This design comes from an exercise in tuning for small area, a short achievable clock period and few clock cycles per item on the open sky130 flow, not from production work. At most, simulation tests tie the RTL to the original design; equivalence was not proved. Function not checked in run 1: the RTL went through the layout flow alone.

==> flow/design.v (outline; a module is shown in full before it is edited, if it fits) <==
// module des_ip: 6 lines
// module des_fp: 6 lines
// module des_pc1: 6 lines
// module des_subkey1: 6 lines
// module des_subkey2: 6 lines
// module des_subkey3: 6 lines
// module des_subkey4: 6 lines
// module des_subkey5: 6 lines
// module des_subkey6: 6 lines
// module des_subkey7: 6 lines
// module des_subkey8: 6 lines
// module des_subkey9: 6 lines
// module des_subkey10: 6 lines
// module des_subkey11: 6 lines
// module des_subkey12: 6 lines
// module des_subkey13: 6 lines
// module des_subkey14: 6 lines
// module des_subkey15: 6 lines
// module des_subkey16: 6 lines
// module des_sbk1: 79 lines
// module des_sbk2: 79 lines
// module des_sbk3: 79 lines
// module des_sbk4: 79 lines
// module des_sbk5: 79 lines
// module des_sbk6: 79 lines
// module des_sbk7: 79 lines
// module des_sbk8: 79 lines
// module des_round: 15 lines
// module des_rounds_1_3: 19 lines
// module des_rounds_4_6: 19 lines
// module des_rounds_7_10: 22 lines
// module des_rounds_11_13: 19 lines
// module des_rounds_14_16: 19 lines
// module des_enc: 57 lines
module des_enc (
    input         clk,
    input         rst,
    input         in_valid,
    output        in_ready,
    input  [63:0] in_block,
    input  [63:0] in_key,
    output        out_valid,
    output [63:0] out_block
);
  // ...
==> flow/flow/run.sh <==
#!/bin/bash
# Own flow: the standard layout (standard.sh), with the S-box modules replaced by
# pre-mapped gate-level netlists during synthesis (see swap.tcl).
set -euo pipefail
W=$(pwd)
export SYNTH_CANONICALIZE_TCL=$W/flow/swap.tcl
BUFFER_PORTS_ARGS="-buffer_cell sky130_fd_sc_hd__buf_1" bash standard.sh SETUP_SLACK_MARGIN=39 finish > $W/standard.log 2>&1 || { tail -50 $W/standard.log; exit 1; }
for f in $W/orfs/logs/*/*/*/*.log; do cp "$f" $W/ 2>/dev/null || true; done
tail -5 $W/standard.log
==> flow/flow/swap.tcl <==
# Run by ORFS's synthesis canonicalize step (SYNTH_CANONICALIZE_TCL): replace the
# behavioural S-box modules with the gate-level ones in sbk_gates.v. Registers and
# everything else go through the standard synthesis unchanged.
foreach m {des_sbk1 des_sbk2 des_sbk3 des_sbk4 des_sbk5 des_sbk6 des_sbk7 des_sbk8} {
  delete $m
}
read_verilog [file join [file dirname [info script]] sbk_gates.v]
hierarchy -check -top $::env(DESIGN_NAME)
==> flow/standard.sh <==
#!/bin/bash
# synth_recipe.tcl (not shown) runs the flow's synth.tcl, then flattens the netlist and writes it again
# the make line also repeats each setting of config.mk as NAME=value (left out here)
make -C /OpenROAD-flow-scripts/flow DESIGN_CONFIG=/design/flow/config.mk WORK_HOME=/design/flow/orfs CLKGATE_MAP_FILE= SYNTH_SCRIPT=/design/flow/synth_recipe.tcl "${@:-finish}"
==> flow/config.mk <==
export PLATFORM = sky130hd
export DESIGN_NAME = des_enc
export DESIGN_NICKNAME = des_enc
export VERILOG_FILES = /design/flow/design.v
export SDC_FILE = /design/flow/constraint.sdc
export NUM_CORES = 8
export LEC_CHECK = 0
export CAP_MARGIN = 20
export CORE_MARGIN = 2
export CORE_UTILIZATION = 40
export SLEW_MARGIN = 20
==> flow/constraint.sdc <==
create_clock -name core_clock -period 50.0 [get_ports {clk}]
set_input_delay 10.0000 -clock core_clock [delete_from_list [all_inputs] [get_ports {clk}]]
set_output_delay 10.0000 -clock core_clock [all_outputs]
set_load 0.01 [all_outputs]
Not shown: flow/flow/sbk_gates.v
==> notes.md, run 1 <==
- Cell Area, Synth: 0.0621 mm2
- Share of layout cells above drive strength 1: 8.59%
- Drt total wl: 232000 um
- Rel. slew slack: 18.1%
- Max_cap viols: 0
- Buf/Inv on CP: 1
- Met2 WL: 108000 um
- Nonclk buf count: 347
- Hold path depth: 0
- Drt wl/cell: 23.2 um
- Yosys cell types: 41
- DP HPWL: 190000 um
- Synthesized area per cell: 8.28 um2
- RR Endpoint: lr3_q[27]$_DFF_P_
- Crit path cell chain: buf_6
- Main synth FF type: dfxtp_1
- Commonest non-fill, non-tap cell in the layout: xor2_1
- Final hold vios: 0
- M2 GR Usage: 47.5%
- Async S/R FF share, synth: 0%
- Most used routing layer: met2
- Max Used Layer: met4
- Worst-Skew Late Latency: 720 ps
- Pre-antenna DRT Iters: 9
- R2R cell count: 48
- Outcome: timing/DRC/antenna clean
- GRT overflow: 0
- Area post-placement: 0.0657 mm2
- Post-Synthesis Cells: 7494
- Synth Area in XOR/XNOR: 22.1%
- Antenna viol nets, final: 0
- Met1 WL: 84300 um
- Clkbuf count: 95
==> module des_enc, before the edit <==
module des_enc (
    input         clk,
    input         rst,
    input         in_valid,
    output        in_ready,
    input  [63:0] in_block,
    input  [63:0] in_key,
    output        out_valid,
    output [63:0] out_block
);
wire [63:0] ip_w;
wire [55:0] cd_w;
des_ip u_ip (.x(in_block), .y(ip_w));
des_pc1 u_pc1 (.key(in_key), .cd(cd_w));
reg [5:0] v_q;
reg [63:0] lr0_q;
reg [55:0] cd0_q;
reg [63:0] lr1_q;
reg [55:0] cd1_q;
reg [63:0] lr2_q;
reg [55:0] cd2_q;
reg [63:0] lr3_q;
reg [55:0] cd3_q;
reg [63:0] lr4_q;
reg [55:0] cd4_q;
reg [63:0] out_q;
wire [63:0] st0_w;
des_rounds_1_3 u_st0 (.lr_in(lr0_q), .cd(cd0_q), .lr_out(st0_w));
wire [63:0] st1_w;
des_rounds_4_6 u_st1 (.lr_in(lr1_q), .cd(cd1_q), .lr_out(st1_w));
wire [63:0] st2_w;
des_rounds_7_10 u_st2 (.lr_in(lr2_q), .cd(cd2_q), .lr_out(st2_w));
wire [63:0] st3_w;
des_rounds_11_13 u_st3 (.lr_in(lr3_q), .cd(cd3_q), .lr_out(st3_w));
wire [63:0] st4_w;
des_rounds_14_16 u_st4 (.lr_in(lr4_q), .cd(cd4_q), .lr_out(st4_w));
wire [63:0] fp_w;
des_fp u_fp (.x({st4_w[31:0], st4_w[63:32]}), .y(fp_w));
always @(posedge clk) begin
    if (rst) v_q <= 0;
    else v_q <= {v_q[4:0], in_valid};
    lr0_q <= ip_w;
    cd0_q <= cd_w;
    lr1_q <= st0_w;
    cd1_q <= cd0_q;
    lr2_q <= st1_w;
    cd2_q <= cd1_q;
    lr3_q <= st2_w;
    cd3_q <= cd2_q;
    lr4_q <= st3_w;
    cd4_q <= cd3_q;
    out_q <= fp_w;
end
assign in_ready = 1'b1;
assign out_valid = v_q[5];
assign out_block = out_q;
endmodule
==> inputs of run 2 (changes only) <==
--- a/flow/design.v
+++ b/flow/design.v
@@ -760,10 +760,10 @@
 des_sbk8 u_s8 (.r({r[4], r[3], r[2], r[1], r[0], r[31]}), .k({k[5], k[4], k[3], k[2], k[1], k[0]}), .l({l[27], l[5], l[17], l[11]}), .o({r_new[27], r_new[5], r_new[17], r_new[11]}));
 endmodule
-module des_rounds_1_3 (
+module des_rounds_1_4 (
     input  [63:0] lr_in,
     input  [55:0] cd,
     output [63:0] lr_out
 );
-wire [31:0] h [0:4];
+wire [31:0] h [0:5];
 assign h[0] = lr_in[63:32];
 assign h[1] = lr_in[31:0];
@@ -777,17 +777,17 @@
 des_subkey3 u_k3 (.cd(cd), .k(k3));
 des_round u_r3 (.l(h[2]), .r(h[3]), .k(k3), .r_new(h[4]));
-assign lr_out = {h[3], h[4]};
+wire [47:0] k4;
+des_subkey4 u_k4 (.cd(cd), .k(k4));
+des_round u_r4 (.l(h[3]), .r(h[4]), .k(k4), .r_new(h[5]));
+assign lr_out = {h[4], h[5]};
 endmodule
-module des_rounds_4_6 (
+module des_rounds_5_8 (
     input  [63:0] lr_in,
     input  [55:0] cd,
     output [63:0] lr_out
 );
-wire [31:0] h [3:7];
-assign h[3] = lr_in[63:32];
-assign h[4] = lr_in[31:0];
-wire [47:0] k4;
-des_subkey4 u_k4 (.cd(cd), .k(k4));
-des_round u_r4 (.l(h[3]), .r(h[4]), .k(k4), .r_new(h[5]));
+wire [31:0] h [4:9];
+assign h[4] = lr_in[63:32];
+assign h[5] = lr_in[31:0];
 wire [47:0] k5;
 des_subkey5 u_k5 (.cd(cd), .k(k5));
@@ -796,14 +796,4 @@
 des_subkey6 u_k6 (.cd(cd), .k(k6));
 des_round u_r6 (.l(h[5]), .r(h[6]), .k(k6), .r_new(h[7]));
-assign lr_out = {h[6], h[7]};
-endmodule
-module des_rounds_7_10 (
-    input  [63:0] lr_in,
-    input  [55:0] cd,
-    output [63:0] lr_out
-);
-wire [31:0] h [6:11];
-assign h[6] = lr_in[63:32];
-assign h[7] = lr_in[31:0];
 wire [47:0] k7;
 des_subkey7 u_k7 (.cd(cd), .k(k7));
@@ -812,4 +802,14 @@
 des_subkey8 u_k8 (.cd(cd), .k(k8));
 des_round u_r8 (.l(h[7]), .r(h[8]), .k(k8), .r_new(h[9]));
+assign lr_out = {h[8], h[9]};
+endmodule
+module des_rounds_9_12 (
+    input  [63:0] lr_in,
+    input  [55:0] cd,
+    output [63:0] lr_out
+);
+wire [31:0] h [8:13];
+assign h[8] = lr_in[63:32];
+assign h[9] = lr_in[31:0];
 wire [47:0] k9;
 des_subkey9 u_k9 (.cd(cd), .k(k9));
@@ -818,14 +818,4 @@
 des_subkey10 u_k10 (.cd(cd), .k(k10));
 des_round u_r10 (.l(h[9]), .r(h[10]), .k(k10), .r_new(h[11]));
-assign lr_out = {h[10], h[11]};
-endmodule
-module des_rounds_11_13 (
-    input  [63:0] lr_in,
-    input  [55:0] cd,
-    output [63:0] lr_out
-);
-wire [31:0] h [10:14];
-assign h[10] = lr_in[63:32];
-assign h[11] = lr_in[31:0];
 wire [47:0] k11;
 des_subkey11 u_k11 (.cd(cd), .k(k11));
@@ -834,17 +824,17 @@
 des_subkey12 u_k12 (.cd(cd), .k(k12));
 des_round u_r12 (.l(h[11]), .r(h[12]), .k(k12), .r_new(h[13]));
-wire [47:0] k13;
-des_subkey13 u_k13 (.cd(cd), .k(k13));
-des_round u_r13 (.l(h[12]), .r(h[13]), .k(k13), .r_new(h[14]));
-assign lr_out = {h[13], h[14]};
+assign lr_out = {h[12], h[13]};
 endmodule
-module des_rounds_14_16 (
+module des_rounds_13_16 (
     input  [63:0] lr_in,
     input  [55:0] cd,
     output [63:0] lr_out
 );
-wire [31:0] h [13:17];
-assign h[13] = lr_in[63:32];
-assign h[14] = lr_in[31:0];
+wire [31:0] h [12:17];
+assign h[12] = lr_in[63:32];
+assign h[13] = lr_in[31:0];
+wire [47:0] k13;
+des_subkey13 u_k13 (.cd(cd), .k(k13));
+des_round u_r13 (.l(h[12]), .r(h[13]), .k(k13), .r_new(h[14]));
 wire [47:0] k14;
 des_subkey14 u_k14 (.cd(cd), .k(k14));
@@ -872,5 +862,5 @@
 des_ip u_ip (.x(in_block), .y(ip_w));
 des_pc1 u_pc1 (.key(in_key), .cd(cd_w));
-reg [5:0] v_q;
+reg [4:0] v_q;
 reg [63:0] lr0_q;
 reg [55:0] cd0_q;
@@ -881,22 +871,18 @@
 reg [63:0] lr3_q;
 reg [55:0] cd3_q;
-reg [63:0] lr4_q;
-reg [55:0] cd4_q;
 reg [63:0] out_q;
 wire [63:0] st0_w;
-des_rounds_1_3 u_st0 (.lr_in(lr0_q), .cd(cd0_q), .lr_out(st0_w));
+des_rounds_1_4 u_st0 (.lr_in(lr0_q), .cd(cd0_q), .lr_out(st0_w));
 wire [63:0] st1_w;
-des_rounds_4_6 u_st1 (.lr_in(lr1_q), .cd(cd1_q), .lr_out(st1_w));
+des_rounds_5_8 u_st1 (.lr_in(lr1_q), .cd(cd1_q), .lr_out(st1_w));
 wire [63:0] st2_w;
-des_rounds_7_10 u_st2 (.lr_in(lr2_q), .cd(cd2_q), .lr_out(st2_w));
+des_rounds_9_12 u_st2 (.lr_in(lr2_q), .cd(cd2_q), .lr_out(st2_w));
 wire [63:0] st3_w;
-des_rounds_11_13 u_st3 (.lr_in(lr3_q), .cd(cd3_q), .lr_out(st3_w));
-wire [63:0] st4_w;
-des_rounds_14_16 u_st4 (.lr_in(lr4_q), .cd(cd4_q), .lr_out(st4_w));
+des_rounds_13_16 u_st3 (.lr_in(lr3_q), .cd(cd3_q), .lr_out(st3_w));
 wire [63:0] fp_w;
-des_fp u_fp (.x({st4_w[31:0], st4_w[63:32]}), .y(fp_w));
+des_fp u_fp (.x({st3_w[31:0], st3_w[63:32]}), .y(fp_w));
 always @(posedge clk) begin
     if (rst) v_q <= 0;
-    else v_q <= {v_q[4:0], in_valid};
+    else v_q <= {v_q[3:0], in_valid};
     lr0_q <= ip_w;
     cd0_q <= cd_w;
@@ -907,10 +893,8 @@
     lr3_q <= st2_w;
     cd3_q <= cd2_q;
-    lr4_q <= st3_w;
-    cd4_q <= cd3_q;
     out_q <= fp_w;
 end
 assign in_ready = 1'b1;
-assign out_valid = v_q[5];
+assign out_valid = v_q[4];
 assign out_block = out_q;
 endmodule
--- a/flow/flow/sbk_gates.v
+++ b/flow/flow/sbk_gates.v
@@ -8,56 +8,70 @@
 wire [5:0] x;
 wire [3:0] y;
-wire [15:0] z;
-wire n21, n22, n23, n24, n25, n26, n27, n28, n29, n30, n32, n33, n34, n35, n36, n38, n40, n42, n48, n54;
-sky130_fd_sc_hd__xnor2_1 i0 (.A(r[0]), .B(k[0]), .Y(x[0]));
-sky130_fd_sc_hd__xor2_1 i1 (.A(r[1]), .B(k[1]), .X(x[1]));
-sky130_fd_sc_hd__xnor2_1 i2 (.A(r[2]), .B(k[2]), .Y(x[2]));
-sky130_fd_sc_hd__xor2_1 i3 (.A(r[3]), .B(k[3]), .X(x[3]));
-sky130_fd_sc_hd__xor2_1 i4 (.A(r[4]), .B(k[4]), .X(x[4]));
-sky130_fd_sc_hd__xnor2_1 i5 (.A(r[5]), .B(k[5]), .Y(x[5]));
-sky130_fd_sc_hd__nor2_1 g0 (.A(x[2]), .B(x[0]), .Y(n21));
-sky130_fd_sc_hd__nor2b_1 g1 (.A(x[0]), .B_N(x[1]), .Y(n22));
-sky130_fd_sc_hd__nor2_1 g2 (.A(x[5]), .B(x[2]), .Y(n23));
-sky130_fd_sc_hd__a21oi_1 g3 (.A1(x[0]), .A2(n23), .B1(n22), .Y(n24));
-sky130_fd_sc_hd__nor2b_1 g4 (.A(x[1]), .B_N(x[0]), .Y(n25));
-sky130_fd_sc_hd__nand2b_1 g5 (.A_N(x[1]), .B(x[0]), .Y(n26));
-sky130_fd_sc_hd__nor2_1 g6 (.A(n22), .B(n25), .Y(n27));
-sky130_fd_sc_hd__nand2_1 g7 (.A(x[5]), .B(n27), .Y(n28));
-sky130_fd_sc_hd__o21ai_0 g8 (.A1(x[5]), .A2(n26), .B1(n28), .Y(n29));
-sky130_fd_sc_hd__nor2_1 g9 (.A(x[1]), .B(n29), .Y(n30));
-sky130_fd_sc_hd__o22ai_1 g10 (.A1(n21), .A2(n24), .B1(n29), .B2(x[1]), .Y(z[00]));
-sky130_fd_sc_hd__nand2_1 g11 (.A(x[5]), .B(x[2]), .Y(n32));
-sky130_fd_sc_hd__nand3_1 g12 (.A(x[5]), .B(x[2]), .C(x[1]), .Y(n33));
-sky130_fd_sc_hd__nand2b_1 g13 (.A_N(n23), .B(n32), .Y(n34));
-sky130_fd_sc_hd__nor2_1 g14 (.A(x[0]), .B(n34), .Y(n35));
-sky130_fd_sc_hd__or2_0 g15 (.A(x[0]), .B(n34), .X(n36));
-sky130_fd_sc_hd__nand3_1 g16 (.A(n26), .B(n33), .C(n36), .Y(z[01]));
-sky130_fd_sc_hd__o21ai_0 g17 (.A1(n22), .A2(n25), .B1(n34), .Y(n38));
-sky130_fd_sc_hd__o21ai_0 g18 (.A1(x[1]), .A2(n36), .B1(n38), .Y(z[02]));
-sky130_fd_sc_hd__nor2b_1 g19 (.A(x[2]), .B_N(x[5]), .Y(n40));
-sky130_fd_sc_hd__o22ai_1 g20 (.A1(x[1]), .A2(n36), .B1(n40), .B2(z[00]), .Y(z[09]));
-sky130_fd_sc_hd__o211ai_1 g21 (.A1(x[2]), .A2(n26), .B1(n32), .C1(n24), .Y(n42));
-sky130_fd_sc_hd__clkinv_1 g22 (.A(n42), .Y(z[14]));
-sky130_fd_sc_hd__o21ai_0 g23 (.A1(z[09]), .A2(n42), .B1(n38), .Y(z[13]));
-sky130_fd_sc_hd__a22o_1 g24 (.A1(x[1]), .A2(n21), .B1(n27), .B2(x[2]), .X(z[12]));
-sky130_fd_sc_hd__o21ai_0 g25 (.A1(z[13]), .A2(z[12]), .B1(n28), .Y(z[08]));
-sky130_fd_sc_hd__a221o_1 g26 (.A1(x[1]), .A2(n23), .B1(z[01]), .B2(z[08]), .C1(n21), .X(z[11]));
-sky130_fd_sc_hd__nor2b_1 g27 (.A(x[5]), .B_N(z[11]), .Y(n48));
-sky130_fd_sc_hd__o32ai_1 g28 (.A1(n24), .A2(n25), .A3(n35), .B1(n34), .B2(n22), .Y(z[05]));
-sky130_fd_sc_hd__nor2b_1 g29 (.A(n48), .B_N(z[05]), .Y(z[03]));
-sky130_fd_sc_hd__o21ai_0 g30 (.A1(n30), .A2(z[05]), .B1(z[00]), .Y(z[04]));
-sky130_fd_sc_hd__a21o_1 g31 (.A1(x[5]), .A2(n42), .B1(n48), .X(z[06]));
-sky130_fd_sc_hd__o22ai_1 g32 (.A1(x[5]), .A2(x[1]), .B1(z[09]), .B2(z[03]), .Y(z[07]));
-sky130_fd_sc_hd__nor2_1 g33 (.A(n42), .B(z[12]), .Y(n54));
-sky130_fd_sc_hd__nor2_1 g34 (.A(n35), .B(n54), .Y(z[10]));
-sky130_fd_sc_hd__nand2b_1 g35 (.A_N(n29), .B(n38), .Y(z[15]));
-sky130_fd_sc_hd__mux4_1 m0 (.A0(z[3]), .A1(z[7]), .A2(z[11]), .A3(z[15]), .S0(x[4]), .S1(x[3]), .X(y[0]));
-sky130_fd_sc_hd__mux4_1 m1 (.A0(z[2]), .A1(z[6]), .A2(z[10]), .A3(z[14]), .S0(x[4]), .S1(x[3]), .X(y[1]));
-sky130_fd_sc_hd__mux4_1 m2 (.A0(z[1]), .A1(z[5]), .A2(z[9]), .A3(z[13]), .S0(x[4]), .S1(x[3]), .X(y[2]));
-sky130_fd_sc_hd__mux4_1 m3 (.A0(z[0]), .A1(z[4]), .A2(z[8]), .A3(z[12]), .S0(x[4]), .S1(x[3]), .X(y[3]));
-sky130_fd_sc_hd__xor2_1 o0 (.A(l[0]), .B(y[0]), .X(o[0]));
-sky130_fd_sc_hd__xor2_1 o1 (.A(l[1]), .B(y[1]), .X(o[1]));
-sky130_fd_sc_hd__xor2_1 o2 (.A(l[2]), .B(y[2]), .X(o[2]));
-sky130_fd_sc_hd__xor2_1 o3 (.A(l[3]), .B(y[3]), .X(o[3]));
+wire [7:0] z;
+wire n14, n15, n16, n17, n18, n19, n20, n21, n22, n23, n25, n26, n27, n28, n29, n30, n31, n32, n33, n35, n36, n37, n38, n39, n41, n42, n43, n44, n45, n46, n47, n48, n50, n51, n53, n54, n55, n57, n58, n60, n61, n62;
+sky130_fd_sc_hd__xor2_1 i0 (.A(r[0]), .B(k[0]), .X(x[0]));
+sky130_fd_sc_hd__xnor2_1 i1 (.A(r[1]), .B(k[1]), .Y(x[1]));
+sky130_fd_sc_hd__xor2_1 i2 (.A(r[2]), .B(k[2]), .X(x[2]));
+sky130_fd_sc_hd__xnor2_1 i3 (.A(r[3]), .B(k[3]), .Y(x[3]));
+sky130_fd_sc_hd__xnor2_1 i4 (.A(r[4]), .B(k[4]), .Y(x[4]));
+sky130_fd_sc_hd__xor2_1 i5 (.A(r[5]), .B(k[5]), .X(x[5]));
+sky130_fd_sc_hd__clkinv_1 g0 (.A(x[5]), .Y(n14));
+sky130_fd_sc_hd__clkinv_1 g1 (.A(x[2]), .Y(n15));
+sky130_fd_sc_hd__clkinv_1 g2 (.A(x[0]), .Y(n16));
+sky130_fd_sc_hd__nor2_1 g3 (.A(x[1]), .B(n16), .Y(n17));
+sky130_fd_sc_hd__xnor2_1 g4 (.A(x[1]), .B(x[0]), .Y(n18));
+sky130_fd_sc_hd__a32o_1 g5 (.A1(n14), .A2(x[3]), .A3(n18), .B1(n17), .B2(x[2]), .X(n19));
+sky130_fd_sc_hd__nand2_1 g6 (.A(x[3]), .B(x[1]), .Y(n20));
+sky130_fd_sc_hd__and2_0 g7 (.A(x[5]), .B(x[3]), .X(n21));
+sky130_fd_sc_hd__nand2_1 g8 (.A(x[5]), .B(x[3]), .Y(n22));
+sky130_fd_sc_hd__nor2_1 g9 (.A(n18), .B(n22), .Y(n23));
+sky130_fd_sc_hd__a311o_1 g10 (.A1(n15), .A2(n18), .A3(n20), .B1(n23), .C1(n19), .X(z[0]));
+sky130_fd_sc_hd__nand2_1 g11 (.A(n14), .B(x[2]), .Y(n25));
+sky130_fd_sc_hd__a211oi_1 g12 (.A1(n22), .A2(n25), .B1(x[1]), .C1(x[0]), .Y(n26));
+sky130_fd_sc_hd__nand2_1 g13 (.A(x[5]), .B(n15), .Y(n27));
+sky130_fd_sc_hd__nand2_1 g14 (.A(n25), .B(n27), .Y(n28));
+sky130_fd_sc_hd__o211ai_1 g15 (.A1(x[5]), .A2(n16), .B1(n25), .C1(x[1]), .Y(n29));
+sky130_fd_sc_hd__nor2_1 g16 (.A(x[0]), .B(n27), .Y(n30));
+sky130_fd_sc_hd__nor3_1 g17 (.A(x[3]), .B(n29), .C(n30), .Y(n31));
+sky130_fd_sc_hd__nor3_1 g18 (.A(n17), .B(n28), .C(n31), .Y(n32));
+sky130_fd_sc_hd__a21oi_1 g19 (.A1(n20), .A2(n28), .B1(n32), .Y(n33));
+sky130_fd_sc_hd__or2_0 g20 (.A(n26), .B(n33), .X(z[1]));
+sky130_fd_sc_hd__nor2b_1 g21 (.A(x[3]), .B_N(x[1]), .Y(n35));
+sky130_fd_sc_hd__nor2_1 g22 (.A(n19), .B(z[1]), .Y(n36));
+sky130_fd_sc_hd__nor2_1 g23 (.A(n35), .B(n36), .Y(n37));
+sky130_fd_sc_hd__a221oi_1 g24 (.A1(x[5]), .A2(x[1]), .B1(n18), .B2(n28), .C1(x[3]), .Y(n38));
+sky130_fd_sc_hd__a31oi_1 g25 (.A1(x[3]), .A2(n18), .A3(n28), .B1(n38), .Y(n39));
+sky130_fd_sc_hd__o31a_1 g26 (.A1(n15), .A2(x[0]), .A3(n37), .B1(n39), .X(z[2]));
+sky130_fd_sc_hd__nor2_1 g27 (.A(x[5]), .B(x[3]), .Y(n41));
+sky130_fd_sc_hd__a21oi_1 g28 (.A1(x[2]), .A2(n17), .B1(n41), .Y(n42));
+sky130_fd_sc_hd__nor3_1 g29 (.A(x[5]), .B(x[3]), .C(n18), .Y(n43));
+sky130_fd_sc_hd__a21oi_1 g30 (.A1(x[2]), .A2(n43), .B1(n42), .Y(n44));
+sky130_fd_sc_hd__mux2i_1 g31 (.A0(n16), .A1(n17), .S(n15), .Y(n45));
+sky130_fd_sc_hd__nand2_1 g32 (.A(n21), .B(n45), .Y(n46));
+sky130_fd_sc_hd__o21ai_0 g33 (.A1(n21), .A2(n44), .B1(n46), .Y(n47));
+sky130_fd_sc_hd__nor2_1 g34 (.A(x[3]), .B(n16), .Y(n48));
+sky130_fd_sc_hd__o21ai_0 g35 (.A1(n29), .A2(n48), .B1(n47), .Y(z[3]));
+sky130_fd_sc_hd__nor2_1 g36 (.A(n30), .B(n43), .Y(n50));
+sky130_fd_sc_hd__nor2_1 g37 (.A(n35), .B(n50), .Y(n51));
+sky130_fd_sc_hd__nor3_1 g38 (.A(n19), .B(n31), .C(n51), .Y(z[4]));
+sky130_fd_sc_hd__nand3_1 g39 (.A(x[1]), .B(x[0]), .C(n39), .Y(n53));
+sky130_fd_sc_hd__a21oi_1 g40 (.A1(n46), .A2(n53), .B1(n28), .Y(n54));
+sky130_fd_sc_hd__nor2_1 g41 (.A(x[3]), .B(n45), .Y(n55));
+sky130_fd_sc_hd__nor4_1 g42 (.A(n26), .B(n43), .C(n54), .D(n55), .Y(z[5]));
+sky130_fd_sc_hd__nand2_1 g43 (.A(x[0]), .B(n33), .Y(n57));
+sky130_fd_sc_hd__o21ai_0 g44 (.A1(n18), .A2(n27), .B1(n53), .Y(n58));
+sky130_fd_sc_hd__a21oi_1 g45 (.A1(n37), .A2(n57), .B1(n58), .Y(z[6]));
+sky130_fd_sc_hd__a21oi_1 g46 (.A1(n14), .A2(x[1]), .B1(n48), .Y(n60));
+sky130_fd_sc_hd__o211ai_1 g47 (.A1(x[2]), .A2(z[0]), .B1(n39), .C1(n60), .Y(n61));
+sky130_fd_sc_hd__o21ai_0 g48 (.A1(x[2]), .A2(n60), .B1(n61), .Y(n62));
+sky130_fd_sc_hd__o31ai_1 g49 (.A1(x[3]), .A2(n18), .A3(n27), .B1(n62), .Y(z[7]));
+sky130_fd_sc_hd__mux2i_1 m0 (.A0(z[3]), .A1(z[7]), .S(x[4]), .Y(y[0]));
+sky130_fd_sc_hd__mux2i_1 m1 (.A0(z[2]), .A1(z[6]), .S(x[4]), .Y(y[1]));
+sky130_fd_sc_hd__mux2i_1 m2 (.A0(z[1]), .A1(z[5]), .S(x[4]), .Y(y[2]));
+sky130_fd_sc_hd__mux2i_1 m3 (.A0(z[0]), .A1(z[4]), .S(x[4]), .Y(y[3]));
+sky130_fd_sc_hd__xnor2_1 o0 (.A(l[0]), .B(y[0]), .Y(o[0]));
+sky130_fd_sc_hd__xnor2_1 o1 (.A(l[1]), .B(y[1]), .Y(o[1]));
+sky130_fd_sc_hd__xnor2_1 o2 (.A(l[2]), .B(y[2]), .Y(o[2]));
+sky130_fd_sc_hd__xnor2_1 o3 (.A(l[3]), .B(y[3]), .Y(o[3]));
 endmodule
 
@@ -327,51 +341,53 @@
 wire [3:0] y;
 wire [15:0] z;
-wire n21, n22, n23, n24, n25, n26, n27, n28, n29, n30, n31, n32, n34, n36, n38, n39, n41, n45, n47, n50;
-sky130_fd_sc_hd__xnor2_1 i0 (.A(r[0]), .B(k[0]), .Y(x[0]));
+wire n21, n22, n23, n24, n25, n26, n27, n28, n30, n31, n33, n34, n35, n36, n38, n40, n42, n44, n46, n49, n53, n54;
+sky130_fd_sc_hd__xor2_1 i0 (.A(r[0]), .B(k[0]), .X(x[0]));
 sky130_fd_sc_hd__xor2_1 i1 (.A(r[1]), .B(k[1]), .X(x[1]));
 sky130_fd_sc_hd__xnor2_1 i2 (.A(r[2]), .B(k[2]), .Y(x[2]));
-sky130_fd_sc_hd__xor2_1 i3 (.A(r[3]), .B(k[3]), .X(x[3]));
+sky130_fd_sc_hd__xnor2_1 i3 (.A(r[3]), .B(k[3]), .Y(x[3]));
 sky130_fd_sc_hd__xnor2_1 i4 (.A(r[4]), .B(k[4]), .Y(x[4]));
 sky130_fd_sc_hd__xnor2_1 i5 (.A(r[5]), .B(k[5]), .Y(x[5]));
-sky130_fd_sc_hd__clkinv_1 g0 (.A(x[4]), .Y(n21));
-sky130_fd_sc_hd__clkinv_1 g1 (.A(x[2]), .Y(n22));
-sky130_fd_sc_hd__clkinv_1 g2 (.A(x[1]), .Y(n23));
-sky130_fd_sc_hd__nand2_1 g3 (.A(x[4]), .B(n23), .Y(n24));
-sky130_fd_sc_hd__xnor2_1 g4 (.A(x[4]), .B(x[1]), .Y(n25));
-sky130_fd_sc_hd__a21oi_1 g5 (.A1(x[5]), .A2(n22), .B1(n25), .Y(n26));
-sky130_fd_sc_hd__a21oi_1 g6 (.A1(x[5]), .A2(n23), .B1(n26), .Y(n27));
-sky130_fd_sc_hd__or2_0 g7 (.A(x[2]), .B(n27), .X(n28));
-sky130_fd_sc_hd__xor2_1 g8 (.A(x[5]), .B(x[2]), .X(n29));
-sky130_fd_sc_hd__o21ai_0 g9 (.A1(x[4]), .A2(n23), .B1(n29), .Y(n30));
-sky130_fd_sc_hd__nand2_1 g10 (.A(n28), .B(n30), .Y(n31));
-sky130_fd_sc_hd__nor2_1 g11 (.A(x[4]), .B(n29), .Y(n32));
-sky130_fd_sc_hd__a21oi_1 g12 (.A1(x[4]), .A2(n31), .B1(n32), .Y(z[00]));
-sky130_fd_sc_hd__xor2_1 g13 (.A(x[5]), .B(x[1]), .X(n34));
-sky130_fd_sc_hd__a21oi_1 g14 (.A1(x[4]), .A2(x[2]), .B1(n27), .Y(z[13]));
-sky130_fd_sc_hd__nor3_1 g15 (.A(n21), .B(n22), .C(n34), .Y(n36));
-sky130_fd_sc_hd__a21oi_1 g16 (.A1(n34), .A2(z[13]), .B1(n36), .Y(z[09]));
-sky130_fd_sc_hd__nand2_1 g17 (.A(x[1]), .B(z[00]), .Y(n38));
-sky130_fd_sc_hd__and2_0 g18 (.A(z[09]), .B(n38), .X(n39));
-sky130_fd_sc_hd__clkinv_1 g19 (.A(n39), .Y(z[01]));
-sky130_fd_sc_hd__nor2_1 g20 (.A(n29), .B(z[09]), .Y(n41));
-sky130_fd_sc_hd__o22a_1 g21 (.A1(x[4]), .A2(n31), .B1(n39), .B2(n41), .X(z[05]));
-sky130_fd_sc_hd__xnor2_1 g22 (.A(x[2]), .B(n34), .Y(z[12]));
-sky130_fd_sc_hd__a21o_1 g23 (.A1(z[01]), .A2(z[12]), .B1(z[05]), .X(z[02]));
-sky130_fd_sc_hd__nand2_1 g24 (.A(x[2]), .B(x[1]), .Y(n45));
-sky130_fd_sc_hd__a22oi_1 g25 (.A1(z[01]), .A2(z[12]), .B1(n45), .B2(x[4]), .Y(z[03]));
-sky130_fd_sc_hd__a21oi_1 g26 (.A1(x[4]), .A2(n23), .B1(n30), .Y(n47));
-sky130_fd_sc_hd__a21oi_1 g27 (.A1(x[2]), .A2(n34), .B1(n47), .Y(z[04]));
-sky130_fd_sc_hd__a21oi_1 g28 (.A1(x[4]), .A2(n31), .B1(n41), .Y(z[15]));
-sky130_fd_sc_hd__nand2b_1 g29 (.A_N(z[12]), .B(z[15]), .Y(n50));
-sky130_fd_sc_hd__o21ai_0 g30 (.A1(n24), .A2(n29), .B1(n50), .Y(z[06]));
-sky130_fd_sc_hd__o21ai_0 g31 (.A1(n23), .A2(z[00]), .B1(n24), .Y(z[08]));
-sky130_fd_sc_hd__nand2b_1 g32 (.A_N(z[08]), .B(n28), .Y(z[07]));
-sky130_fd_sc_hd__a21oi_1 g33 (.A1(n28), .A2(n30), .B1(n36), .Y(z[10]));
-sky130_fd_sc_hd__o21ai_0 g34 (.A1(n21), .A2(n34), .B1(n50), .Y(z[11]));
-sky130_fd_sc_hd__a21oi_1 g35 (.A1(n26), .A2(z[12]), .B1(n47), .Y(z[14]));
-sky130_fd_sc_hd__mux4_1 m0 (.A0(z[3]), .A1(z[7]), .A2(z[11]), .A3(z[15]), .S0(x[3]), .S1(x[0]), .X(y[0]));
-sky130_fd_sc_hd__mux4_1 m1 (.A0(z[2]), .A1(z[6]), .A2(z[10]), .A3(z[14]), .S0(x[3]), .S1(x[0]), .X(y[1]));
-sky130_fd_sc_hd__mux4_1 m2 (.A0(z[1]), .A1(z[5]), .A2(z[9]), .A3(z[13]), .S0(x[3]), .S1(x[0]), .X(y[2]));
-sky130_fd_sc_hd__mux4_1 m3 (.A0(z[0]), .A1(z[4]), .A2(z[8]), .A3(z[12]), .S0(x[3]), .S1(x[0]), .X(y[3]));
+sky130_fd_sc_hd__clkinv_1 g0 (.A(x[5]), .Y(n21));
+sky130_fd_sc_hd__xnor2_1 g1 (.A(x[4]), .B(x[1]), .Y(n22));
+sky130_fd_sc_hd__nor2b_1 g2 (.A(x[5]), .B_N(x[1]), .Y(n23));
+sky130_fd_sc_hd__nor2_1 g3 (.A(n21), .B(x[1]), .Y(n24));
+sky130_fd_sc_hd__nor2_1 g4 (.A(n23), .B(n24), .Y(n25));
+sky130_fd_sc_hd__nand2_1 g5 (.A(x[4]), .B(x[0]), .Y(n26));
+sky130_fd_sc_hd__nand2_1 g6 (.A(n25), .B(n26), .Y(n27));
+sky130_fd_sc_hd__nor2_1 g7 (.A(x[0]), .B(n25), .Y(n28));
+sky130_fd_sc_hd__a31oi_1 g8 (.A1(x[5]), .A2(n22), .A3(n27), .B1(n28), .Y(z[00]));
+sky130_fd_sc_hd__o21a_1 g9 (.A1(x[4]), .A2(x[1]), .B1(n25), .X(n30));
+sky130_fd_sc_hd__a21oi_1 g10 (.A1(x[0]), .A2(n30), .B1(n28), .Y(n31));
+sky130_fd_sc_hd__clkinv_1 g11 (.A(n31), .Y(z[08]));
+sky130_fd_sc_hd__xnor2_1 g12 (.A(x[4]), .B(x[0]), .Y(n33));
+sky130_fd_sc_hd__nand2_1 g13 (.A(x[5]), .B(n33), .Y(n34));
+sky130_fd_sc_hd__a21oi_1 g14 (.A1(x[5]), .A2(n33), .B1(n24), .Y(n35));
+sky130_fd_sc_hd__o22a_1 g15 (.A1(x[5]), .A2(n22), .B1(n31), .B2(n35), .X(n36));
+sky130_fd_sc_hd__clkinv_1 g16 (.A(n36), .Y(z[01]));
+sky130_fd_sc_hd__xor2_1 g17 (.A(n25), .B(n33), .X(n38));
+sky130_fd_sc_hd__clkinv_1 g18 (.A(n38), .Y(z[13]));
+sky130_fd_sc_hd__o21ai_0 g19 (.A1(n24), .A2(n33), .B1(n34), .Y(n40));
+sky130_fd_sc_hd__o21ai_0 g20 (.A1(x[0]), .A2(n38), .B1(n40), .Y(z[02]));
+sky130_fd_sc_hd__o21ai_0 g21 (.A1(x[5]), .A2(n38), .B1(n34), .Y(n42));
+sky130_fd_sc_hd__a31o_1 g22 (.A1(x[5]), .A2(n22), .A3(n27), .B1(n42), .X(z[03]));
+sky130_fd_sc_hd__nor3b_1 g23 (.A(x[5]), .B(x[1]), .C_N(x[0]), .Y(n44));
+sky130_fd_sc_hd__nor2_1 g24 (.A(n42), .B(n44), .Y(z[04]));
+sky130_fd_sc_hd__nor2_1 g25 (.A(n31), .B(n36), .Y(n46));
+sky130_fd_sc_hd__nor2_1 g26 (.A(n44), .B(n46), .Y(z[05]));
+sky130_fd_sc_hd__o31ai_1 g27 (.A1(n21), .A2(n24), .A3(n33), .B1(n36), .Y(z[06]));
+sky130_fd_sc_hd__nor2_1 g28 (.A(x[5]), .B(n33), .Y(n49));
+sky130_fd_sc_hd__a21oi_1 g29 (.A1(x[5]), .A2(n22), .B1(n49), .Y(z[11]));
+sky130_fd_sc_hd__a21oi_1 g30 (.A1(x[4]), .A2(x[0]), .B1(z[11]), .Y(z[07]));
+sky130_fd_sc_hd__o21ai_0 g31 (.A1(n30), .A2(z[13]), .B1(n34), .Y(z[09]));
+sky130_fd_sc_hd__nand3_1 g32 (.A(x[4]), .B(x[1]), .C(x[0]), .Y(n53));
+sky130_fd_sc_hd__nand2_1 g33 (.A(n40), .B(n53), .Y(n54));
+sky130_fd_sc_hd__nor2_1 g34 (.A(n23), .B(n54), .Y(z[10]));
+sky130_fd_sc_hd__o22ai_1 g35 (.A1(x[5]), .A2(n33), .B1(n35), .B2(z[07]), .Y(z[12]));
+sky130_fd_sc_hd__o21ai_0 g36 (.A1(n30), .A2(n46), .B1(n53), .Y(z[14]));
+sky130_fd_sc_hd__nand2_1 g37 (.A(n27), .B(n53), .Y(z[15]));
+sky130_fd_sc_hd__mux4_1 m0 (.A0(z[3]), .A1(z[7]), .A2(z[11]), .A3(z[15]), .S0(x[3]), .S1(x[2]), .X(y[0]));
+sky130_fd_sc_hd__mux4_1 m1 (.A0(z[2]), .A1(z[6]), .A2(z[10]), .A3(z[14]), .S0(x[3]), .S1(x[2]), .X(y[1]));
+sky130_fd_sc_hd__mux4_1 m2 (.A0(z[1]), .A1(z[5]), .A2(z[9]), .A3(z[13]), .S0(x[3]), .S1(x[2]), .X(y[2]));
+sky130_fd_sc_hd__mux4_1 m3 (.A0(z[0]), .A1(z[4]), .A2(z[8]), .A3(z[12]), .S0(x[3]), .S1(x[2]), .X(y[3]));
 sky130_fd_sc_hd__xor2_1 o0 (.A(l[0]), .B(y[0]), .X(o[0]));
 sky130_fd_sc_hd__xor2_1 o1 (.A(l[1]), .B(y[1]), .X(o[1]));
@@ -388,6 +404,6 @@
 wire [3:0] y;
 wire [7:0] z;
-wire n14, n15, n16, n17, n18, n19, n20, n21, n22, n23, n24, n25, n26, n27, n28, n29, n30, n31, n32, n33, n34, n35, n37, n38, n39, n40, n41, n42, n43, n44, n45, n47, n48, n50, n51, n52, n53, n55, n56, n57;
-sky130_fd_sc_hd__xor2_1 i0 (.A(r[0]), .B(k[0]), .X(x[0]));
+wire n14, n15, n16, n17, n18, n19, n20, n21, n22, n23, n24, n25, n26, n27, n28, n30, n31, n32, n33, n34, n35, n36, n37, n38, n40, n41, n42, n43, n45, n47, n49, n50, n52, n53, n55;
+sky130_fd_sc_hd__xnor2_1 i0 (.A(r[0]), .B(k[0]), .Y(x[0]));
 sky130_fd_sc_hd__xnor2_1 i1 (.A(r[1]), .B(k[1]), .Y(x[1]));
 sky130_fd_sc_hd__xor2_1 i2 (.A(r[2]), .B(k[2]), .X(x[2]));
@@ -395,52 +411,47 @@
 sky130_fd_sc_hd__xnor2_1 i4 (.A(r[4]), .B(k[4]), .Y(x[4]));
 sky130_fd_sc_hd__xnor2_1 i5 (.A(r[5]), .B(k[5]), .Y(x[5]));
-sky130_fd_sc_hd__clkinv_1 g0 (.A(x[0]), .Y(n14));
-sky130_fd_sc_hd__and2_0 g1 (.A(x[2]), .B(x[1]), .X(n15));
-sky130_fd_sc_hd__nand2b_1 g2 (.A_N(x[5]), .B(x[3]), .Y(n16));
-sky130_fd_sc_hd__nor2_1 g3 (.A(x[3]), .B(x[0]), .Y(n17));
-sky130_fd_sc_hd__and2_0 g4 (.A(x[3]), .B(x[0]), .X(n18));
-sky130_fd_sc_hd__nor3_1 g5 (.A(x[5]), .B(n17), .C(n18), .Y(n19));
-sky130_fd_sc_hd__nand2_1 g6 (.A(x[1]), .B(n19), .Y(n20));
-sky130_fd_sc_hd__nand2_1 g7 (.A(n16), .B(n20), .Y(n21));
-sky130_fd_sc_hd__o21ai_0 g8 (.A1(n17), .A2(n18), .B1(x[5]), .Y(n22));
-sky130_fd_sc_hd__nand2_1 g9 (.A(x[1]), .B(n22), .Y(n23));
-sky130_fd_sc_hd__nand2b_1 g10 (.A_N(n19), .B(n22), .Y(n24));
-sky130_fd_sc_hd__nor2_1 g11 (.A(n17), .B(n24), .Y(n25));
-sky130_fd_sc_hd__o21a_1 g12 (.A1(x[1]), .A2(n25), .B1(n23), .X(n26));
-sky130_fd_sc_hd__a21oi_1 g13 (.A1(x[2]), .A2(n21), .B1(n26), .Y(n27));
-sky130_fd_sc_hd__nor2_1 g14 (.A(x[2]), .B(x[1]), .Y(n28));
-sky130_fd_sc_hd__nor2_1 g15 (.A(n15), .B(n28), .Y(n29));
-sky130_fd_sc_hd__or2_0 g16 (.A(n15), .B(n28), .X(n30));
-sky130_fd_sc_hd__nand2_1 g17 (.A(x[5]), .B(n30), .Y(n31));
-sky130_fd_sc_hd__a21oi_1 g18 (.A1(n16), .A2(n31), .B1(n15), .Y(n32));
-sky130_fd_sc_hd__nand2b_1 g19 (.A_N(x[3]), .B(x[5]), .Y(n33));
-sky130_fd_sc_hd__nand2_1 g20 (.A(x[0]), .B(n33), .Y(n34));
-sky130_fd_sc_hd__nor2_1 g21 (.A(n30), .B(n34), .Y(n35));
-sky130_fd_sc_hd__a221oi_1 g22 (.A1(n15), .A2(n27), .B1(n32), .B2(n34), .C1(n35), .Y(z[0]));
-sky130_fd_sc_hd__or3_1 g23 (.A(x[0]), .B(n15), .C(n26), .X(n37));
-sky130_fd_sc_hd__nor2_1 g24 (.A(x[5]), .B(x[2]), .Y(n38));
-sky130_fd_sc_hd__o21ai_0 g25 (.A1(n14), .A2(n38), .B1(n37), .Y(n39));
-sky130_fd_sc_hd__nor2_1 g26 (.A(n20), .B(n39), .Y(n40));
-sky130_fd_sc_hd__nor2_1 g27 (.A(n26), .B(n40), .Y(n41));
-sky130_fd_sc_hd__nor2_1 g28 (.A(x[0]), .B(n38), .Y(n42));
-sky130_fd_sc_hd__nor2_1 g29 (.A(x[1]), .B(n42), .Y(n43));
-sky130_fd_sc_hd__o21ai_0 g30 (.A1(x[2]), .A2(n14), .B1(n43), .Y(n44));
-sky130_fd_sc_hd__nand2_1 g31 (.A(n41), .B(n44), .Y(n45));
-sky130_fd_sc_hd__clkinv_1 g32 (.A(n45), .Y(z[1]));
-sky130_fd_sc_hd__nand3_1 g33 (.A(n24), .B(n30), .C(n41), .Y(n47));
-sky130_fd_sc_hd__nand3_1 g34 (.A(x[5]), .B(n14), .C(n15), .Y(n48));
-sky130_fd_sc_hd__o211ai_1 g35 (.A1(n24), .A2(n30), .B1(n47), .C1(n48), .Y(z[7]));
-sky130_fd_sc_hd__nand2b_1 g36 (.A_N(x[3]), .B(z[7]), .Y(n50));
-sky130_fd_sc_hd__a21oi_1 g37 (.A1(x[2]), .A2(n48), .B1(x[3]), .Y(n51));
-sky130_fd_sc_hd__a21oi_1 g38 (.A1(n39), .A2(n50), .B1(n51), .Y(n52));
-sky130_fd_sc_hd__nand2_1 g39 (.A(n23), .B(z[7]), .Y(n53));
-sky130_fd_sc_hd__o311a_1 g40 (.A1(x[2]), .A2(n17), .A3(n52), .B1(n53), .C1(n20), .X(z[2]));
-sky130_fd_sc_hd__nand3_1 g41 (.A(n15), .B(n16), .C(n33), .Y(n55));
-sky130_fd_sc_hd__a21oi_1 g42 (.A1(x[5]), .A2(n29), .B1(n43), .Y(n56));
-sky130_fd_sc_hd__o21ai_0 g43 (.A1(x[0]), .A2(n56), .B1(n55), .Y(n57));
-sky130_fd_sc_hd__a21oi_1 g44 (.A1(x[0]), .A2(n32), .B1(n57), .Y(z[3]));
-sky130_fd_sc_hd__a21boi_0 g45 (.A1(n17), .A2(n29), .B1_N(n27), .Y(z[4]));
-sky130_fd_sc_hd__o311ai_0 g46 (.A1(x[1]), .A2(n24), .A3(n42), .B1(n31), .C1(n20), .Y(z[5]));
-sky130_fd_sc_hd__a21oi_1 g47 (.A1(n45), .A2(z[2]), .B1(n52), .Y(z[6]));
+sky130_fd_sc_hd__clkinv_1 g0 (.A(x[5]), .Y(n14));
+sky130_fd_sc_hd__clkinv_1 g1 (.A(x[0]), .Y(n15));
+sky130_fd_sc_hd__xnor2_1 g2 (.A(x[2]), .B(x[1]), .Y(n16));
+sky130_fd_sc_hd__o21ai_0 g3 (.A1(n14), .A2(x[3]), .B1(n16), .Y(n17));
+sky130_fd_sc_hd__nand2_1 g4 (.A(n14), .B(x[3]), .Y(n18));
+sky130_fd_sc_hd__xnor2_1 g5 (.A(x[5]), .B(x[3]), .Y(n19));
+sky130_fd_sc_hd__and3_1 g6 (.A(x[2]), .B(x[1]), .C(n19), .X(n20));
+sky130_fd_sc_hd__nor2b_1 g7 (.A(n20), .B_N(x[2]), .Y(n21));
+sky130_fd_sc_hd__xnor2_1 g8 (.A(x[3]), .B(x[0]), .Y(n22));
+sky130_fd_sc_hd__xor2_1 g9 (.A(x[1]), .B(n22), .X(n23));
+sky130_fd_sc_hd__xnor2_1 g10 (.A(n21), .B(n23), .Y(n24));
+sky130_fd_sc_hd__and2_0 g11 (.A(x[5]), .B(n24), .X(n25));
+sky130_fd_sc_hd__nor2_1 g12 (.A(x[0]), .B(n25), .Y(n26));
+sky130_fd_sc_hd__nand2_1 g13 (.A(x[5]), .B(n16), .Y(n27));
+sky130_fd_sc_hd__a22oi_1 g14 (.A1(x[2]), .A2(x[1]), .B1(n18), .B2(n27), .Y(n28));
+sky130_fd_sc_hd__o32ai_1 g15 (.A1(n20), .A2(n26), .A3(n28), .B1(n17), .B2(x[0]), .Y(z[0]));
+sky130_fd_sc_hd__nor2b_1 g16 (.A(n16), .B_N(n22), .Y(n30));
+sky130_fd_sc_hd__nand2_1 g17 (.A(x[0]), .B(n16), .Y(n31));
+sky130_fd_sc_hd__a21oi_1 g18 (.A1(x[0]), .A2(n16), .B1(x[2]), .Y(n32));
+sky130_fd_sc_hd__nor2b_1 g19 (.A(x[5]), .B_N(x[1]), .Y(n33));
+sky130_fd_sc_hd__o21ai_0 g20 (.A1(x[0]), .A2(n33), .B1(x[2]), .Y(n34));
+sky130_fd_sc_hd__nand2_1 g21 (.A(n27), .B(n34), .Y(n35));
+sky130_fd_sc_hd__nor2_1 g22 (.A(n32), .B(n35), .Y(n36));
+sky130_fd_sc_hd__nand2_1 g23 (.A(x[5]), .B(n23), .Y(n37));
+sky130_fd_sc_hd__o31ai_1 g24 (.A1(n18), .A2(n23), .A3(n30), .B1(n37), .Y(n38));
+sky130_fd_sc_hd__a211oi_1 g25 (.A1(n26), .A2(n30), .B1(n36), .C1(n38), .Y(z[1]));
+sky130_fd_sc_hd__o21ai_0 g26 (.A1(x[2]), .A2(x[1]), .B1(n14), .Y(n40));
+sky130_fd_sc_hd__nor3_1 g27 (.A(n23), .B(n30), .C(n40), .Y(n41));
+sky130_fd_sc_hd__nor2_1 g28 (.A(n19), .B(n22), .Y(n42));
+sky130_fd_sc_hd__a211oi_1 g29 (.A1(x[0]), .A2(n18), .B1(n42), .C1(x[2]), .Y(n43));
+sky130_fd_sc_hd__a211oi_1 g30 (.A1(n17), .A2(n25), .B1(n41), .C1(n43), .Y(z[2]));
+sky130_fd_sc_hd__a31o_1 g31 (.A1(x[0]), .A2(n27), .A3(n40), .B1(n20), .X(n45));
+sky130_fd_sc_hd__a21oi_1 g32 (.A1(n15), .A2(n28), .B1(n45), .Y(z[3]));
+sky130_fd_sc_hd__o21ai_0 g33 (.A1(x[3]), .A2(n15), .B1(n34), .Y(n47));
+sky130_fd_sc_hd__a21oi_1 g34 (.A1(n31), .A2(n47), .B1(n38), .Y(z[4]));
+sky130_fd_sc_hd__o22a_1 g35 (.A1(x[0]), .A2(n19), .B1(n22), .B2(x[2]), .X(n49));
+sky130_fd_sc_hd__nand2_1 g36 (.A(n22), .B(n33), .Y(n50));
+sky130_fd_sc_hd__o211ai_1 g37 (.A1(x[1]), .A2(n49), .B1(n50), .C1(n27), .Y(z[5]));
+sky130_fd_sc_hd__nor2_1 g38 (.A(n19), .B(n38), .Y(n52));
+sky130_fd_sc_hd__nor3_1 g39 (.A(n32), .B(n42), .C(n52), .Y(n53));
+sky130_fd_sc_hd__a21oi_1 g40 (.A1(n32), .A2(n42), .B1(n53), .Y(z[6]));
+sky130_fd_sc_hd__a211oi_1 g41 (.A1(x[2]), .A2(x[1]), .B1(n24), .C1(x[5]), .Y(n55));
+sky130_fd_sc_hd__a211o_1 g42 (.A1(n20), .A2(n22), .B1(n25), .C1(n55), .X(z[7]));
 sky130_fd_sc_hd__mux2i_1 m0 (.A0(z[3]), .A1(z[7]), .S(x[4]), .Y(y[0]));
 sky130_fd_sc_hd__mux2i_1 m1 (.A0(z[2]), .A1(z[6]), .S(x[4]), .Y(y[1]));
@@ -461,48 +472,44 @@
 wire [3:0] y;
 wire [15:0] z;
-wire n21, n22, n23, n24, n25, n26, n27, n28, n29, n31, n32, n33, n38, n39, n41, n42, n43, n44, n45, n49, n50;
+wire n21, n22, n23, n24, n25, n26, n28, n29, n30, n31, n34, n35, n36, n39, n40, n43, n50;
 sky130_fd_sc_hd__xnor2_1 i0 (.A(r[0]), .B(k[0]), .Y(x[0]));
-sky130_fd_sc_hd__xnor2_1 i1 (.A(r[1]), .B(k[1]), .Y(x[1]));
+sky130_fd_sc_hd__xor2_1 i1 (.A(r[1]), .B(k[1]), .X(x[1]));
 sky130_fd_sc_hd__xor2_1 i2 (.A(r[2]), .B(k[2]), .X(x[2]));
 sky130_fd_sc_hd__xor2_1 i3 (.A(r[3]), .B(k[3]), .X(x[3]));
-sky130_fd_sc_hd__xnor2_1 i4 (.A(r[4]), .B(k[4]), .Y(x[4]));
+sky130_fd_sc_hd__xor2_1 i4 (.A(r[4]), .B(k[4]), .X(x[4]));
 sky130_fd_sc_hd__xnor2_1 i5 (.A(r[5]), .B(k[5]), .Y(x[5]));
-sky130_fd_sc_hd__clkinv_1 g0 (.A(x[1]), .Y(n21));
-sky130_fd_sc_hd__nor2_1 g1 (.A(x[4]), .B(x[3]), .Y(n22));
-sky130_fd_sc_hd__nor2_1 g2 (.A(x[1]), .B(n22), .Y(n23));
-sky130_fd_sc_hd__o211ai_1 g3 (.A1(x[4]), .A2(x[2]), .B1(n21), .C1(x[3]), .Y(n24));
-sky130_fd_sc_hd__nand2_1 g4 (.A(x[1]), .B(n22), .Y(n25));
-sky130_fd_sc_hd__a21boi_0 g5 (.A1(x[4]), .A2(x[3]), .B1_N(n25), .Y(n26));
-sky130_fd_sc_hd__nand2_1 g6 (.A(x[2]), .B(n26), .Y(n27));
-sky130_fd_sc_hd__or2_0 g7 (.A(x[2]), .B(n26), .X(n28));
-sky130_fd_sc_hd__nand2_1 g8 (.A(n27), .B(n28), .Y(n29));
-sky130_fd_sc_hd__clkinv_1 g9 (.A(n29), .Y(z[10]));
-sky130_fd_sc_hd__and2_0 g10 (.A(x[1]), .B(n26), .X(n31));
-sky130_fd_sc_hd__nand2b_1 g11 (.A_N(x[2]), .B(x[4]), .Y(n32));
-sky130_fd_sc_hd__xor2_1 g12 (.A(x[4]), .B(x[2]), .X(n33));
-sky130_fd_sc_hd__o32a_1 g13 (.A1(x[3]), .A2(n21), .A3(n33), .B1(n31), .B2(n29), .X(z[13]));
-sky130_fd_sc_hd__clkinv_1 g14 (.A(z[13]), .Y(z[05]));
-sky130_fd_sc_hd__o21ai_0 g15 (.A1(n23), .A2(z[13]), .B1(n24), .Y(z[00]));
-sky130_fd_sc_hd__clkinv_1 g16 (.A(z[00]), .Y(z[11]));
-sky130_fd_sc_hd__nor2_1 g17 (.A(x[1]), .B(n33), .Y(n38));
-sky130_fd_sc_hd__nand2_1 g18 (.A(x[1]), .B(n29), .Y(n39));
-sky130_fd_sc_hd__o21ai_0 g19 (.A1(x[1]), .A2(n33), .B1(n39), .Y(z[01]));
-sky130_fd_sc_hd__nand2b_1 g20 (.A_N(x[2]), .B(x[3]), .Y(n41));
-sky130_fd_sc_hd__nor2_1 g21 (.A(n21), .B(n41), .Y(n42));
-sky130_fd_sc_hd__nand2_1 g22 (.A(n23), .B(n28), .Y(n43));
-sky130_fd_sc_hd__nand2_1 g23 (.A(x[4]), .B(n42), .Y(n44));
-sky130_fd_sc_hd__nand3_1 g24 (.A(n25), .B(n43), .C(n44), .Y(n45));
-sky130_fd_sc_hd__clkinv_1 g25 (.A(n45), .Y(z[09]));
-sky130_fd_sc_hd__a21oi_1 g26 (.A1(n28), .A2(n45), .B1(n42), .Y(z[12]));
-sky130_fd_sc_hd__a21oi_1 g27 (.A1(z[01]), .A2(n41), .B1(n31), .Y(z[06]));
-sky130_fd_sc_hd__nor2b_1 g28 (.A(z[06]), .B_N(z[12]), .Y(n49));
-sky130_fd_sc_hd__o21ai_0 g29 (.A1(n23), .A2(n49), .B1(n29), .Y(n50));
-sky130_fd_sc_hd__nand2b_1 g30 (.A_N(n31), .B(n50), .Y(z[02]));
-sky130_fd_sc_hd__a21oi_1 g31 (.A1(n32), .A2(n45), .B1(n42), .Y(z[07]));
-sky130_fd_sc_hd__o21ai_0 g32 (.A1(x[4]), .A2(z[07]), .B1(n43), .Y(z[03]));
-sky130_fd_sc_hd__o21a_1 g33 (.A1(x[1]), .A2(z[00]), .B1(n39), .X(z[15]));
-sky130_fd_sc_hd__clkinv_1 g34 (.A(z[15]), .Y(z[04]));
-sky130_fd_sc_hd__nor2_1 g35 (.A(n38), .B(n49), .Y(z[08]));
-sky130_fd_sc_hd__nor2_1 g36 (.A(n31), .B(n38), .Y(z[14]));
+sky130_fd_sc_hd__nand2b_1 g0 (.A_N(x[4]), .B(x[3]), .Y(n21));
+sky130_fd_sc_hd__nand2b_1 g1 (.A_N(x[3]), .B(x[4]), .Y(n22));
+sky130_fd_sc_hd__nand2_1 g2 (.A(n21), .B(n22), .Y(n23));
+sky130_fd_sc_hd__nand2_1 g3 (.A(x[1]), .B(n21), .Y(n24));
+sky130_fd_sc_hd__a21o_1 g4 (.A1(n23), .A2(n24), .B1(x[2]), .X(n25));
+sky130_fd_sc_hd__nand3_1 g5 (.A(x[2]), .B(n23), .C(n24), .Y(n26));
+sky130_fd_sc_hd__nand2_1 g6 (.A(n25), .B(n26), .Y(z[10]));
+sky130_fd_sc_hd__nor2_1 g7 (.A(x[1]), .B(z[10]), .Y(n28));
+sky130_fd_sc_hd__or2_0 g8 (.A(x[1]), .B(z[10]), .X(n29));
+sky130_fd_sc_hd__nor2_1 g9 (.A(x[2]), .B(n24), .Y(n30));
+sky130_fd_sc_hd__o21ai_0 g10 (.A1(x[2]), .A2(n24), .B1(n26), .Y(n31));
+sky130_fd_sc_hd__o21bai_1 g11 (.A1(x[3]), .A2(n29), .B1_N(n31), .Y(z[05]));
+sky130_fd_sc_hd__clkinv_1 g12 (.A(z[05]), .Y(z[13]));
+sky130_fd_sc_hd__o21ai_0 g13 (.A1(x[2]), .A2(n21), .B1(n22), .Y(n34));
+sky130_fd_sc_hd__o211ai_1 g14 (.A1(x[2]), .A2(n21), .B1(n22), .C1(x[1]), .Y(n35));
+sky130_fd_sc_hd__nand2b_1 g15 (.A_N(x[2]), .B(x[4]), .Y(n36));
+sky130_fd_sc_hd__a32oi_1 g16 (.A1(x[3]), .A2(x[1]), .A3(n36), .B1(n35), .B2(z[05]), .Y(z[11]));
+sky130_fd_sc_hd__clkinv_1 g17 (.A(z[11]), .Y(z[00]));
+sky130_fd_sc_hd__xor2_1 g18 (.A(x[4]), .B(x[2]), .X(n39));
+sky130_fd_sc_hd__nand2_1 g19 (.A(x[1]), .B(n39), .Y(n40));
+sky130_fd_sc_hd__nand2_1 g20 (.A(n29), .B(n40), .Y(z[01]));
+sky130_fd_sc_hd__a21oi_1 g21 (.A1(n23), .A2(z[11]), .B1(n31), .Y(z[02]));
+sky130_fd_sc_hd__nand2b_1 g22 (.A_N(x[1]), .B(n34), .Y(n43));
+sky130_fd_sc_hd__and2_0 g23 (.A(n35), .B(n43), .X(z[09]));
+sky130_fd_sc_hd__o2bb2ai_1 g24 (.A1_N(z[09]), .A2_N(n36), .B1(n22), .B2(x[2]), .Y(z[12]));
+sky130_fd_sc_hd__a22oi_1 g25 (.A1(n23), .A2(z[11]), .B1(n43), .B2(z[12]), .Y(z[03]));
+sky130_fd_sc_hd__a21oi_1 g26 (.A1(x[1]), .A2(z[11]), .B1(n28), .Y(z[15]));
+sky130_fd_sc_hd__clkinv_1 g27 (.A(z[15]), .Y(z[04]));
+sky130_fd_sc_hd__o21a_1 g28 (.A1(x[1]), .A2(n23), .B1(n40), .X(z[14]));
+sky130_fd_sc_hd__o22ai_1 g29 (.A1(x[2]), .A2(n22), .B1(n30), .B2(z[14]), .Y(n50));
+sky130_fd_sc_hd__clkinv_1 g30 (.A(n50), .Y(z[06]));
+sky130_fd_sc_hd__a22o_1 g31 (.A1(n30), .A2(n36), .B1(n43), .B2(z[12]), .X(z[07]));
+sky130_fd_sc_hd__a21boi_0 g32 (.A1(z[12]), .A2(n50), .B1_N(n40), .Y(z[08]));
 sky130_fd_sc_hd__mux4_1 m0 (.A0(z[3]), .A1(z[7]), .A2(z[11]), .A3(z[15]), .S0(x[5]), .S1(x[0]), .X(y[0]));
 sky130_fd_sc_hd__mux4_1 m1 (.A0(z[2]), .A1(z[6]), .A2(z[10]), .A3(z[14]), .S0(x[5]), .S1(x[0]), .X(y[1]));
==> run 2 against run 1 <==
  * Area after synthesis fell by 3.4%
  * Critical path depth did not move
  * Maximum frequency rose by 0.27%
  * Setup slack improved by 30 ps
  * First-iteration DRC count rose by 9.5%
  * Register-to-register slack got worse by 20 ps
  * Still clean
  * Die area fell by 3.4%
  * Clock skew fell by 23 ps
==> notes.md, run 2 <==
- Largest area contributor in the netlist: dfxtp_1 (unchanged)
- RSZ-0062 raised after global routing: true (unchanged)
- Final setup viols: 0 (unchanged)
- Buf/Inv on CP: 1 (unchanged)
- Yosys cell types: 47 (was 41)
- Core area: 0.149 mm2 (was 0.154 mm2)
- CP Max Fanout: 1 (unchanged)
- GRT overflow: 0 (unchanged)
- Tcrit/Tclk final: 22.3% (about the same)
- Share of layout cells above drive strength 1: 14.2% (was 8.59%)
- DP HPWL: 192000 um (was 190000 um)
- Cts bufs inserted: 68 (was 77)
- Most frequent cells in the layout: nand2_1, nor2_1, o21ai_0, xnor2_1, xor2_1 (was xor2_1, nor2_1, o21ai_0, nand2_1, dfxtp_1)
- Std cell rows: 142 (was 144)
- Drc violations: 0 (unchanged)
- Area grow syn2layout: 24.6% (was 16.3%)
- Total GRT Usage: 29.7% (was 28.0%)
- Pins over their slew limit: 0 (unchanged)
- Initial Util: 40.1% (was 40.3%)
- Horiz. Die Dim: 391 um (was 398 um)
- Top-count cell post-synth: xor2_1 (unchanged)
- EDFF count, synth: 0 (unchanged)
- Worst min path class: register to register (unchanged)
- Main synth FF type: dfxtp_1 (unchanged)
- Final hold vios: 0 (unchanged)
- Sequential area share after synthesis: 18.3% (was 21.6%)
- Area post-placement: 0.0636 mm2 (was 0.0657 mm2)
- Drt wl/cell: 23.8 um (was 23.2 um)
- Rel. slew slack: 16.7% (was 18.1%)
- Full die area: 0.153 mm2 (was 0.158 mm2)
- Multi-input logic area: 0.0546 mm2 (was 0.0498 mm2)
- Async S/R FF share, synth: 0% (unchanged)
- Synthesized area per cell: 8.01 um2 (was 8.28 um2)
- Placer Congestion: 1.00 (was 1.02)
- Most frequent cells after synthesis: xor2_1, nand2_1, nor2_1, xnor2_1, o21ai_0 (was xor2_1, nor2_1, o21ai_0)
- Crit path cell chain: buf_6 (unchanged)
- Htree depth: 3 (unchanged)
- Largest net degree at the start of global routing: 17 (was 15)
- Max Clk Rate: 89.9 MHz (was 89.6 MHz)
- Cell Area, Synth: 0.0600 mm2 (was 0.0621 mm2)
- 1st-iter DRT viols: 5920 (was 5407)
- Critical path data required time: 40000 ps (about the same)
- CTS clk-pin slew, worst paths: 70 ps (was 60 ps)
- Setup ws final: 38870 ps (was 38840 ps)
- I/O pins: 197 (unchanged)
- Setup crit end kind: primary output (unchanged)
- Pre-antenna DRT Iters: 8 (was 9)
- Initial antenna violation count: 0 (was 4)
- Vias per cell: 6.01 (was 5.90)
- Yosys warns: 5 (was 6)
- FF+latch area: 0.0112 mm2 (was 0.0136 mm2)
- CTS sink cnt: 549 (was 670)
- CTS tree: yes (unchanged)
- Critical Path Start Type: register (unchanged)
- Outcome: timing/DRC/antenna clean (unchanged)
- DR vias: 60129 (was 59110)
- Delay-heaviest family, CP: flip-flops (unchanged)
- Syn Nets: 7615 (was 7625)
- Vias in the first global route: 54564 (was 54872)
- Place WS: 36760 ps (was 36340 ps)
- Post-Synthesis Cells: 7484 (was 7494)
- Final min period: 11130 ps (was 11160 ps)
- Critical path arrival: 1130 ps (was 1160 ps)
- Drt total wl: 238000 um (was 232000 um)
- CP max stage delay: 330 ps (about the same)
- Die H: 391 um (was 398 um)
- Slew @ Worst Pin: 1250 ps (was 1220 ps)
- Max_cap viols: 0 (unchanged)
- Register bit total from synthesis: 549 (was 670)
- Layout Utilization: 50.0% (was 46.8%)
- # nets final: 8064 (was 8050)
- Commonest non-fill, non-tap cell in the layout: nand2_1 (was xor2_1)
- First-pass GRT wire length: 342000 um (was 335000 um)
- # fillers: 13820 (was 14816)
- Antenna viol nets, final: 0 (unchanged)
- Critical path class: register to primary output (unchanged)
- Port Buffers: 187 (unchanged)
- Cells taking the most area after synthesis: dfxtp_1, xor2_1, mux4_1, xnor2_1, o21ai_0 (unchanged)
- Clock Skew: 23.0 ps (was 45.6 ps)
- Worst-case clock buffer depth: 3 (unchanged)
- Post-route setup TNS: 0 ps (unchanged)
- Worst-Skew Late Latency: 690 ps (was 720 ps)
- Hold_ws: 434 ps (was 371 ps)
- Hold-fix buffers, CTS: 0 (unchanged)
- Post-synth top area share: 18.3% (was 21.6%)
- CTS root buf: clkbuf_16 (unchanged)
- Fin area: 0.0747 mm2 (was 0.0722 mm2)
- CP max-delay cell: dfxtp_2 (unchanged)
==> run 2: layout make-up <==
cell class / count / area share (%)
antenna: 1 / 0.00335
clock buffer: 77 / 2.45
multi-input combinational: 6582 / 73.1
tap: 2016 / 3.38
inverter: 352 / 1.77
clock inverter: 43 / 0.704
sequential: 549 / 15.0
timing repair buffer: 380 / 3.61
==> run 2: final timing paths <==
kind | start | cells after the start | slack [ps] | endpoint
setup / recovery | out_q[15]$_DFF_P_ | 1 | 38870 | out_block[15]
hold / removal | v_q[1]$_SDFF_PP0_ | 1 | 430 | v_q[2]$_SDFF_PP0_
setup reg to reg | lr1_q[0]$_DFF_P_ | 32 | 39210 | lr2_q[7]$_DFF_P_
hold reg to reg | v_q[1]$_SDFF_PP0_ | 1 | 430 | v_q[2]$_SDFF_PP0_
==> run 2: cells by family after synthesis <==
kind of cell | count (synthesis) | share of synthesized area, %
flops | 549 | 18.3
compound gates | 2096 | 21.9
mux | 544 | 16.0
buf+inv | 353 | 2.22
xor+xnor | 1648 | 24.1
other cells | 1 | 0.00625
simple gates | 2293 | 17.4
==> run 2: what timing repair did <==
action	in CTS	in global routing
pin swaps	13	63
endpoints found under the setup margin	193	191
buffers inserted	20	122
resized for setup	553	552
==> run 2: stage by stage <==
step	instances
2_1_floorplan	7484
3_3_place_gp	9737
3_5_place_dp	9737
4_1_cts	9877
5_1_grt	9999
6_report	10000
==> run 2: routing by layer <==
layer | routed length, um | GRT usage, % | vias up
met5 | 0 | 0 | -
met3 | 14600 | 3.42 | 799
met4 | 29200 | 30.5 | 0
li1 | - | - | 27873
met2 | 110000 | 48.9 | 3136
met1 | 84500 | 32.6 | 28321
Testbench counts of run 2, summed over its fixed seeds: cycles 2,088, items 2,048.

-- separate check: timing with driven ports --
How much do the figures lean on ideal ports? The routed layouts below were timed once more, with nothing changed but the port constraints. Step 1: set_driving_cell puts a clkbuf_16 on clk and a buf_2 on each other input, an assumption about the parent block. Step 2 times the ports against the registers' clock, not the clock port: input delays grow and output delays shrink by t, the midpoint of the rising clock arrivals with the driver on. a / b / c = ideal ports / drivers / drivers and shift; a / b = the first two.
| run | shift t [ns] | setup slack, ns | worst slew at a driven data input, ns | cell pins on the clock port's net |
|---|---|---|---|---|
| run 1 | 0.773 | 38.844 / 38.770 / 39.232 | 0.05 | 1 |
| run 2 | 0.756 | 38.874 / 38.796 / 39.210 | 0.05 | 1 |
After both steps every run listed still meets setup and hold.
